Context: an optimization exercise on an open-source flow, tuned for small area. The choices shown serve that exercise and are no tape-out recipe. Where RTL was checked, it was by simulation tests only, not by an equivalence proof against the original.

==> pepper <==
==> flow/design.v (excerpt) <==
module Cordic(input clk, input signed [15:0] Xin, input signed [15:0] Yin, output signed [15:0] norm, output signed [15:0] inclination);
Settings: LEC_CHECK=0, CAP_MARGIN=20, CORE_MARGIN=2, CORE_UTILIZATION=40, CTS_BUF_LIST=sky130_fd_sc_hd__clkbuf_16, CTS_CLUSTER_DIAMETER=60, CTS_CLUSTER_SIZE=30, SLEW_MARGIN=20; clock period 7.0 ns.
standard.sh (not shown) runs the stock make flow with config.mk's settings and CLKGATE_MAP_FILE= SYNTH_SCRIPT=/design/flow/synth_recipe.tcl, a recipe that flattens the netlist after the stock synthesis.
==> flow/flow/run.sh <==
#!/bin/bash
# Layout flow: the standard ORFS flow (same config.mk, same synth_recipe.tcl,
# same registers), except that
#  - flow/premap.py first maps the RTL's explicit full/half adders (wires fs/fc,
#    hs/hc) onto sky130 fa_1/ha_1 cells, so Yosys's adder extraction and its
#    generic "abc -fast" pass are not needed (ADDER_MAP_FILE empty,
#    SYNTH_ARGS=-noabc); ABC still maps all the other logic;
#  - the port buffers that ORFS puts on every input and output are buf_1.
# Each tool's output goes to a log file in this folder (and ORFS's own logs
# under orfs/logs).
set -euo pipefail
W=$(pwd)
python3 flow/premap.py design.v premapped.v > premap.log 2>&1
export SYNTH_ARGS=-noabc
export BUFFER_PORTS_ARGS="-buffer_cell sky130_fd_sc_hd__buf_1"
make -C "$FLOW_HOME" DESIGN_CONFIG="$W/config.mk" WORK_HOME="$W/orfs" CLKGATE_MAP_FILE= \
  SYNTH_SCRIPT="$W/synth_recipe.tcl" VERILOG_FILES="$W/premapped.v" ADDER_MAP_FILE= \
  finish > make.log 2>&1
R="$W/orfs/results/$FLOW_PLATFORM/Cordic/base"
: # left out here: write the final layout as DEF
Other scripts of this flow, unchanged in this note and not shown: flow/flow/premap.py
==> quartz (differences from pepper) <==
--- a/flow/config.mk
+++ b/flow/config.mk
@@ -10,5 +10,5 @@
 export CORE_UTILIZATION = 40
-export CTS_BUF_LIST = sky130_fd_sc_hd__clkbuf_16
-export CTS_CLUSTER_DIAMETER = 60
-export CTS_CLUSTER_SIZE = 30
+export CTS_BUF_LIST = sky130_fd_sc_hd__clkbuf_8
+export CTS_CLUSTER_DIAMETER = 200
+export CTS_CLUSTER_SIZE = 16
 export SLEW_MARGIN = 20
==> amber (differences from pepper) <==
--- a/flow/config.mk
+++ b/flow/config.mk
@@ -10,5 +10,5 @@
 export CORE_UTILIZATION = 40
-export CTS_BUF_LIST = sky130_fd_sc_hd__clkbuf_16
-export CTS_CLUSTER_DIAMETER = 60
-export CTS_CLUSTER_SIZE = 30
+export CTS_BUF_LIST = sky130_fd_sc_hd__clkbuf_8
+export CTS_CLUSTER_DIAMETER = 100
+export CTS_CLUSTER_SIZE = 16
 export SLEW_MARGIN = 20
==> notes <==
- quartz passed the timing, DRC and antenna checks. pepper ran to the end with no violations. amber finished clean.
- Cell count: pepper is higher than amber (1.2%).
- Core utilization is the same in amber and quartz.
- In fmax, quartz and pepper hardly differ.
- In cell area, quartz and amber do not differ.
- First-iteration DRC count: pepper is lower than amber (about 27%).
- In via count, quartz and amber do not differ.
- In area after synthesis, pepper and amber do not differ.
==> figures <==
quantity	pepper	quartz	amber
Detailed-routed wire length on met3	611 um	529 um	529 um
Design area	0.0165 sq mm	0.0159 sq mm	0.0159 sq mm
Final standard cell utilization of the core	45.3%	43.6%	43.6%
Number of cells in the finished layout apart from fillers	1617	1598	1598
Final critical-path required period	6.78 ns	6.76 ns	6.76 ns
Worst hold slack	0.322 ns	0.332 ns	0.332 ns
NonClk Buf Share	2.54%	2.63%	2.63%
Combined global-route utilization of all metal layers	11.3%	11.2%	11.2%
Run status	no timing/DRC/antenna violations	no timing/DRC/antenna violations	no timing/DRC/antenna violations
Flop2flop setup slack	0.22 ns	0.24 ns	0.24 ns
Final Worst Setup Slack	0.224 ns	0.236 ns	0.236 ns
Largest clock skew in the final design	0.0181 ns	0.0193 ns	0.0193 ns
CTS clk-pin slew, worst paths	0.10 ns	0.09 ns	0.09 ns
Global-route met2 utilization	23.3%	22.7%	22.7%

==> inputs of job 6327 <==
Another version of the RTL of Cordic (not shown whole).
Settings: LEC_CHECK=0, CAP_MARGIN=20, CORE_MARGIN=2, CORE_UTILIZATION=40, CTS_BUF_LIST=sky130_fd_sc_hd__clkbuf_8, CTS_CLUSTER_DIAMETER=100, CTS_CLUSTER_SIZE=16, SLEW_MARGIN=20; clock period 7.0 ns.
==> flow/flow/premap.py <==
#!/usr/bin/env python3
"""Replace the full/half adders of the generated RTL (wires fs<n>/fc<n> and
hs<n>/hc<n> with the same operands) by sky130 fa_1/ha_1 cell instances, so that
synthesis keeps them as written.  Everything else, including every register, is
left as it is.  Usage: premap.py design.v out.v"""
import re, sys
src = open(sys.argv[1]).read()
pat = re.compile(r'^\s*wire\s+(f[sc]|h[sc])(\d+)\s*=\s*(.*?);\s*$', re.M)
fa_s, fa_c, ha_s, ha_c = {}, {}, {}, {}
for m in pat.finditer(src):
    kind, num, e = m.group(1), m.group(2), m.group(3)
    name = kind + num
    if kind == 'fs':
        ops = [x.strip() for x in e.split('^')]
        assert len(ops) == 3, e
        fa_s[tuple(sorted(ops))] = (name, ops)
    elif kind == 'fc':
        mm = re.match(r'\((\S+) & (\S+)\) \| \((\S+) & \((\S+) \^ (\S+)\)\)$', e)
        assert mm, e
        ops = [mm.group(1), mm.group(2), mm.group(3)]
        fa_c[tuple(sorted(ops))] = (name, ops)
    elif kind == 'hs':
        ops = [x.strip() for x in e.split('^')]
        ha_s[tuple(sorted(ops))] = (name, ops)
    else:
        ops = [x.strip() for x in e.split('&')]
        ha_c[tuple(sorted(ops))] = (name, ops)
mapped = set(); cells = []
k = 0
for key, (sn, ops) in fa_s.items():
    if key in fa_c:
        cn = fa_c[key][0]
        mapped |= {sn, cn}
        cells.append('  sky130_fd_sc_hd__fa_1 pfa%d (.A(%s), .B(%s), .CIN(%s), .SUM(%s), .COUT(%s));' % (k, ops[0], ops[1], ops[2], sn, cn))
        k += 1
for key, (sn, ops) in ha_s.items():
    if key in ha_c:
        cn = ha_c[key][0]
        mapped |= {sn, cn}
        cells.append('  sky130_fd_sc_hd__ha_1 pha%d (.A(%s), .B(%s), .SUM(%s), .COUT(%s));' % (k, ops[0], ops[1], sn, cn))
        k += 1
def repl(m):
    name = m.group(1) + m.group(2)
    if name in mapped: return '  wire %s;' % name
    return m.group(0)
out = pat.sub(repl, src)
out = out.replace('endmodule', '\n'.join(cells) + '\nendmodule', 1)
open(sys.argv[2], 'w').write(out)
print('premap: %d cells, %d wires' % (k, len(mapped)))
Scripts as last shown in full above: flow/flow/run.sh
==> inputs of job 4288, as changes to job 6327 <==
--- a/flow/design.v
+++ b/flow/design.v
@@ -92,20 +92,20 @@
   reg r2_242;
   reg r2_244;
   reg r2_246;
   reg r2_248;
   reg r2_249;
   reg r2_267;
+  reg r3_269;
+  reg r4_269;
+  reg r5_269;
+  reg r6_269;
+  reg r7_269;
+  reg r8_269;
   reg r3_285;
   reg r3_286;
-  reg r3_287;
-  reg r4_287;
-  reg r5_287;
-  reg r6_287;
-  reg r7_287;
-  reg r8_287;
   reg r9_287;
   reg r3_290;
   reg r3_292;
   reg r3_294;
   reg r3_296;
   reg r3_298;
@@ -123,28 +123,28 @@
   reg r3_321;
   reg r3_331;
   reg r3_334;
   reg r3_349;
   reg r3_352;
   reg r3_358;
+  reg r3_360;
   reg r3_361;
   reg r3_377;
   reg r4_377;
   reg r5_377;
   reg r6_377;
   reg r7_377;
   reg r8_377;
-  reg r9_377;
   reg r3_379;
   reg r3_381;
   reg r3_384;
   reg r3_385;
   reg r3_386;
   reg r3_387;
   reg r3_390;
-  reg r3_392;
+  reg r9_395;
   reg r4_397;
   reg r4_399;
   reg r4_401;
   reg r4_403;
   reg r4_405;
   reg r4_407;
@@ -268,25 +268,26 @@
   reg r7_811;
   reg r7_813;
   reg r7_815;
   reg r7_816;
   reg r8_829;
   reg r8_831;
+  reg r9_833;
   reg r8_944;
   reg r8_948;
   reg r8_952;
   reg r8_959;
   reg r8_966;
   reg r8_972;
   reg r8_973;
   reg r8_974;
   reg r8_975;
-  reg r8_1040;
-  reg r8_1041;
+  reg r8_1032;
+  reg r8_1034;
+  reg r8_1036;
   reg r9_1041;
-  reg r8_1042;
   reg r8_1043;
   reg r9_1048;
   reg r8_1050;
   reg r9_1055;
   reg r8_1057;
   reg r9_1062;
@@ -583,13 +584,13 @@
   wire n281 = r2_246 ^ n271;
   wire n282 = r2_248 ^ n271;
   wire n283 = fs250 ^ n271;
   wire n284 = fs252 ^ n271;
   wire n285 = fs254 ^ n271;
   wire n286 = fs256 ^ n271;
-  wire n287 = r2_16 ^ n269;
+  wire n287 = r8_16 ^ r8_269;
   wire n288 = r2_163 ~^ n268;
   wire n289 = n288;
   wire fs290 = r2_182 ^ n274 ^ n289;
   wire fc291 = (r2_182 & n274) | (n289 & (r2_182 ^ n274));
   wire fs292 = r2_185 ^ n275 ^ fc291;
   wire fc293 = (r2_185 & n275) | (fc291 & (r2_185 ^ n275));
@@ -685,16 +686,16 @@
   wire n386 = fs343 ^ n379;
   wire n387 = fs346 ^ n379;
   wire n388 = r3_349 ^ r3_379;
   wire n389 = r3_352 ^ r3_379;
   wire n390 = fs355 ^ n379;
   wire n391 = r3_358 ^ r3_379;
-  wire n392 = fs360 ^ n379;
+  wire n392 = r3_360 ^ r3_379;
   wire n393 = fs362 ^ r3_379;
   wire n394 = fs364 ^ r3_379;
-  wire n395 = r9_16 ^ r9_377;
+  wire n395 = r8_16 ^ r8_377;
   wire n396 = r3_377;
   wire fs397 = r3_290 ^ n383 ^ n396;
   wire fc398 = (r3_290 & n383) | (n396 & (r3_290 ^ n383));
   wire fs399 = r3_292 ^ r3_384 ^ fc398;
   wire fc400 = (r3_292 & r3_384) | (fc398 & (r3_292 ^ r3_384));
   wire fs401 = r3_294 ^ r3_385 ^ fc400;
@@ -708,14 +709,14 @@
   wire fs409 = r3_302 ^ n389 ^ fc408;
   wire fc410 = (r3_302 & n389) | (fc408 & (r3_302 ^ n389));
   wire fs411 = r3_304 ^ r3_390 ^ fc410;
   wire fc412 = (r3_304 & r3_390) | (fc410 & (r3_304 ^ r3_390));
   wire fs413 = r3_306 ^ n391 ^ fc412;
   wire fc414 = (r3_306 & n391) | (fc412 & (r3_306 ^ n391));
-  wire fs415 = r3_308 ^ r3_392 ^ fc414;
-  wire fc416 = (r3_308 & r3_392) | (fc414 & (r3_308 ^ r3_392));
+  wire fs415 = r3_308 ^ n392 ^ fc414;
+  wire fc416 = (r3_308 & n392) | (fc414 & (r3_308 ^ n392));
   wire fs417 = r3_310 ^ n393 ^ fc416;
   wire fc418 = (r3_310 & n393) | (fc416 & (r3_310 ^ n393));
   wire fs419 = r3_312 ^ n394 ^ fc418;
   wire fc420 = (r3_312 & n394) | (fc418 & (r3_312 ^ n394));
   wire hs421 = r3_314 ^ fc420;
   wire hc422 = r3_314 & fc420;
@@ -757,21 +758,21 @@
   wire fs459 = r3_390 ^ fc457 ^ n458;
   wire fc460 = (r3_390 & fc457) | (n458 & (r3_390 ^ fc457));
   wire n461 = ~hs319;
   wire fs462 = n391 ^ fc460 ^ n461;
   wire fc463 = (n391 & fc460) | (n461 & (n391 ^ fc460));
   wire n464 = ~hs322;
-  wire fs465 = r3_392 ^ fc463 ^ n464;
-  wire fc466 = (r3_392 & fc463) | (n464 & (r3_392 ^ fc463));
+  wire fs465 = n392 ^ fc463 ^ n464;
+  wire fc466 = (n392 & fc463) | (n464 & (n392 ^ fc463));
   wire fs467 = n393 ^ n464 ^ fc466;
   wire fc468 = (n393 & n464) | (fc466 & (n393 ^ n464));
   wire fs469 = n394 ^ n464 ^ fc468;
   wire n471 = ~hs319 & n391;
   wire n472 = hs319 & ~n391;
-  wire n473 = (~hs322 & r3_392) | (n471 & (~hs322 ^ r3_392));
-  wire n474 = (~hs322 & r3_392) | (~n472 & (~hs322 ^ r3_392));
+  wire n473 = (~hs322 & n392) | (n471 & (~hs322 ^ n392));
+  wire n474 = (~hs322 & n392) | (~n472 & (~hs322 ^ n392));
   wire n475 = (~hs322 & n393) | (n473 & (~hs322 ^ n393));
   wire n476 = (~hs322 & n393) | (n474 & (~hs322 ^ n393));
   wire n477 = (~hs322 & n394) | (n475 & (~hs322 ^ n394));
   wire n478 = (~hs322 & n394) | (n476 & (~hs322 ^ n394));
   wire n479 = fc460 & n478;
   wire n480 = ~n477 & ~n479;
@@ -1100,31 +1101,31 @@
   wire hc826 = r7_727 & hc824;
   wire hs827 = r7_729 ^ hc826;
   wire hc828 = r7_729 & hc826;
   wire hs829 = r7_731 ^ hc828;
   wire hc830 = r7_731 & hc828;
   wire hs831 = r7_733 ^ hc830;
-  wire n833 = r9_16 ~^ r9_482;
-  wire fs834 = r9_287 ^ n395 ^ n833;
-  wire fc835 = (r9_287 & n395) | (n833 & (r9_287 ^ n395));
+  wire n833 = r8_16 ~^ r8_482;
+  wire fs834 = r9_287 ^ r9_395 ^ r9_833;
+  wire fc835 = (r9_287 & r9_395) | (r9_833 & (r9_287 ^ r9_395));
   wire fs836 = r9_601 ^ r9_799 ^ fs834;
   wire fc837 = (r9_601 & r9_799) | (fs834 & (r9_601 ^ r9_799));
   wire fs838 = r9_701 ^ fc835 ^ fc837;
   wire fc839 = (r9_701 & fc835) | (fc837 & (r9_701 ^ fc835));
   wire n840 = r9_180 ^ r9_287;
   wire n841 = r9_180 & r9_287;
-  wire fs842 = r9_601 ^ n833 ^ n840;
-  wire fc843 = (r9_601 & n833) | (n840 & (r9_601 ^ n833));
+  wire fs842 = r9_601 ^ r9_833 ^ n840;
+  wire fc843 = (r9_601 & r9_833) | (n840 & (r9_601 ^ r9_833));
   wire n844 = fc839 ^ fs842;
   wire n845 = ~fc839 & ~fs842;
   wire n847 = n841 & fc843;
   wire n848 = n841 ~^ fc843;
   wire hs849 = n845 ^ n848;
   wire hc850 = n845 & n848;
-  wire n851 = n395 ^ n499;
-  wire n852 = n395 & n499;
+  wire n851 = r9_395 ^ n499;
+  wire n852 = r9_395 & n499;
   wire fs853 = r9_799 ^ n847 ^ n851;
   wire fc854 = (r9_799 & n847) | (n851 & (r9_799 ^ n847));
   wire n855 = hc850 ^ fs853;
   wire n856 = hc850 & ~fs853;
   wire n858 = ~r9_180 & n852;
   wire n859 = r9_180 ~^ n852;
@@ -1140,26 +1141,26 @@
   wire n869 = n863 & ~fs866;
   wire fs870 = n499 ^ r9_701 ^ n865;
   wire fc871 = (n499 & r9_701) | (n865 & (n499 ^ r9_701));
   wire n872 = ~n869;
   wire fs873 = fc867 ^ fs870 ^ n872;
   wire fc874 = (fc867 & fs870) | (n872 & (fc867 ^ fs870));
-  wire n876 = ~r9_180 & n395;
-  wire n877 = r9_180 ~^ n395;
+  wire n876 = ~r9_180 & r9_395;
+  wire n877 = r9_180 ~^ r9_395;
   wire fs878 = r9_601 ^ fc871 ^ n877;
   wire fc879 = (r9_601 & fc871) | (n877 & (r9_601 ^ fc871));
   wire n880 = fc874 ^ fs878;
   wire n881 = ~fc874 & ~fs878;
   wire n883 = ~r9_287 & n876;
   wire n884 = r9_287 ~^ n876;
   wire fs885 = n499 ^ fc879 ^ n884;
   wire fc886 = (n499 & fc879) | (n884 & (n499 ^ fc879));
   wire n887 = n881 ^ fs885;
   wire n888 = n881 & ~fs885;
-  wire fs889 = r9_180 ^ n395 ^ n883;
-  wire fc890 = (r9_180 & n395) | (n883 & (r9_180 ^ n395));
+  wire fs889 = r9_180 ^ r9_395 ^ n883;
+  wire fc890 = (r9_180 & r9_395) | (n883 & (r9_180 ^ r9_395));
   wire n891 = ~n888;
   wire fs892 = fc886 ^ fs889 ^ n891;
   wire fc893 = (fc886 & fs889) | (n891 & (fc886 ^ fs889));
   wire n894 = r9_287 ^ fc890;
   wire n895 = ~r9_287 & fc890;
   wire n896 = fc893 ^ n894;
@@ -1286,24 +1287,24 @@
   wire fs1031 = fs948 ^ n1028 ^ n1030;
   wire fc1032 = (fs948 & n1028) | (n1030 & (fs948 ^ n1028));
   wire n1034 = fc1027 & ~fs1031;
   wire n1035 = ~n1029;
   wire fs1036 = fs920 ^ fs936 ^ n1035;
   wire fc1037 = (fs920 & fs936) | (n1035 & (fs920 ^ fs936));
-  wire n1038 = ~fs1036;
-  wire fs1039 = fs952 ^ fc1032 ^ n1038;
-  wire fc1040 = (fs952 & fc1032) | (n1038 & (fs952 ^ fc1032));
-  wire n1041 = n1034 ^ fs1039;
-  wire n1042 = n1034 & ~fs1039;
+  wire n1038 = ~r8_1036;
+  wire fs1039 = r8_952 ^ r8_1032 ^ n1038;
+  wire fc1040 = (r8_952 & r8_1032) | (n1038 & (r8_952 ^ r8_1032));
+  wire n1041 = r8_1034 ^ fs1039;
+  wire n1042 = r8_1034 & ~fs1039;
   wire fs1043 = fs924 ^ fs940 ^ fc1037;
   wire fc1044 = (fs924 & fs940) | (fc1037 & (fs924 ^ fs940));
-  wire n1045 = ~r8_1040;
+  wire n1045 = ~fc1040;
   wire fs1046 = r8_959 ^ r8_1043 ^ n1045;
   wire fc1047 = (r8_959 & r8_1043) | (n1045 & (r8_959 ^ r8_1043));
-  wire hs1048 = r8_1042 ^ fs1046;
-  wire hc1049 = r8_1042 & fs1046;
+  wire hs1048 = n1042 ^ fs1046;
+  wire hc1049 = n1042 & fs1046;
   wire fs1050 = fs928 ^ fs944 ^ fc1044;
   wire fc1051 = (fs928 & fs944) | (fc1044 & (fs928 ^ fs944));
   wire n1052 = ~r8_966;
   wire fs1053 = fc1047 ^ r8_1050 ^ n1052;
   wire fc1054 = (fc1047 & r8_1050) | (n1052 & (fc1047 ^ r8_1050));
   wire hs1055 = hc1049 ^ fs1053;
@@ -1474,21 +1475,21 @@
     r2_242 <= fs242;
     r2_244 <= fs244;
     r2_246 <= fs246;
     r2_248 <= fs248;
     r2_249 <= fc249;
     r2_267 <= n267;
+    r3_269 <= n269;
+    r4_269 <= r3_269;
+    r5_269 <= r4_269;
+    r6_269 <= r5_269;
+    r7_269 <= r6_269;
+    r8_269 <= r7_269;
     r3_285 <= n285;
     r3_286 <= n286;
-    r3_287 <= n287;
-    r4_287 <= r3_287;
-    r5_287 <= r4_287;
-    r6_287 <= r5_287;
-    r7_287 <= r6_287;
-    r8_287 <= r7_287;
-    r9_287 <= r8_287;
+    r9_287 <= n287;
     r3_290 <= fs290;
     r3_292 <= fs292;
     r3_294 <= fs294;
     r3_296 <= fs296;
     r3_298 <= fs298;
     r3_300 <= fs300;
@@ -1505,28 +1506,28 @@
     r3_321 <= n321;
     r3_331 <= fs331;
     r3_334 <= fs334;
     r3_349 <= fs349;
     r3_352 <= fs352;
     r3_358 <= fs358;
+    r3_360 <= fs360;
     r3_361 <= fc361;
     r3_377 <= n377;
     r4_377 <= r3_377;
     r5_377 <= r4_377;
     r6_377 <= r5_377;
     r7_377 <= r6_377;
     r8_377 <= r7_377;
-    r9_377 <= r8_377;
     r3_379 <= n379;
     r3_381 <= n381;
     r3_384 <= n384;
     r3_385 <= n385;
     r3_386 <= n386;
     r3_387 <= n387;
     r3_390 <= n390;
-    r3_392 <= n392;
+    r9_395 <= n395;
     r4_397 <= fs397;
     r4_399 <= fs399;
     r4_401 <= fs401;
     r4_403 <= fs403;
     r4_405 <= fs405;
     r4_407 <= fs407;
@@ -1650,25 +1651,26 @@
     r7_811 <= fs811;
     r7_813 <= fs813;
     r7_815 <= fs815;
     r7_816 <= fc816;
     r8_829 <= hs829;
     r8_831 <= hs831;
+    r9_833 <= n833;
     r8_944 <= fs944;
     r8_948 <= fs948;
     r8_952 <= fs952;
     r8_959 <= n959;
     r8_966 <= hs966;
     r8_972 <= fs972;
     r8_973 <= fc973;
     r8_974 <= n974;
     r8_975 <= n975;
-    r8_1040 <= fc1040;
-    r8_1041 <= n1041;
-    r9_1041 <= r8_1041;
-    r8_1042 <= n1042;
+    r8_1032 <= fc1032;
+    r8_1034 <= n1034;
+    r8_1036 <= fs1036;
+    r9_1041 <= n1041;
     r8_1043 <= fs1043;
     r9_1048 <= hs1048;
     r8_1050 <= fs1050;
     r9_1055 <= hs1055;
     r8_1057 <= fs1057;
     r9_1062 <= hs1062;
--- a/flow/config.mk
+++ b/flow/config.mk
@@ -6,9 +6,9 @@
 export NUM_CORES = 4
 export LEC_CHECK = 0
 export CAP_MARGIN = 20
 export CORE_MARGIN = 2
 export CORE_UTILIZATION = 40
 export CTS_BUF_LIST = sky130_fd_sc_hd__clkbuf_8
-export CTS_CLUSTER_DIAMETER = 100
-export CTS_CLUSTER_SIZE = 16
+export CTS_CLUSTER_DIAMETER = 50
+export CTS_CLUSTER_SIZE = 19
 export SLEW_MARGIN = 20
==> run summary <==
Of job 4288 and job 6327, job 4288 has the higher count of clock-buffer cells in the layout (gap 11).
Against job 6327, the worst setup slack of job 4288 is lower by 0.0078 ns.
In register-to-register slack, job 4288 and job 6327 hardly differ.
No functional check of the RTL was part of job 6327.

## static timing again, ports no longer ideal
In the flow no input, the clock included, has a driving cell. The finished layouts below were timed again as built, in two steps.
Step 1 assumes that a clkbuf_16 drives the clock port and a buf_2 every other input.
Step 2 moves the port delays by t, midway between the first and last clock arrival at a register: inputs arrive t later, outputs are due t later. That takes back most of the time a late clock gives input paths.
a / b / c = no drivers / after step 1 / after step 2; a / b = the first two.
run | t, ns | setup slack, ns | worst hold slack (ns) | worst setup path after step 2 | slew at the worst register clock pin (ns)
pepper | 0.573 | 0.224 / 0.224 / -0.069 | 0.322 / 0.322 / 0.322 | input to register | 0.10 / 0.10
quartz | 0.585 | 0.236 / 0.236 / -0.059 | 0.332 / 0.332 / 0.332 | input to register | 0.11 / 0.11
amber | 0.585 | 0.236 / 0.236 / -0.059 | 0.332 / 0.332 / 0.332 | input to register | 0.11 / 0.11
job 6327 | 0.587 | 0.238 / 0.209 / -0.006 | 0.325 / 0.325 / 0.325 | input to register | 0.10 / 0.10
job 4288 | 0.612 | 0.230 / 0.215 / -0.057 | 0.328 / 0.328 / 0.328 | input to register | 0.10 / 0.10
With both steps, setup timing fails in every run listed, where it was met with ideal ports.
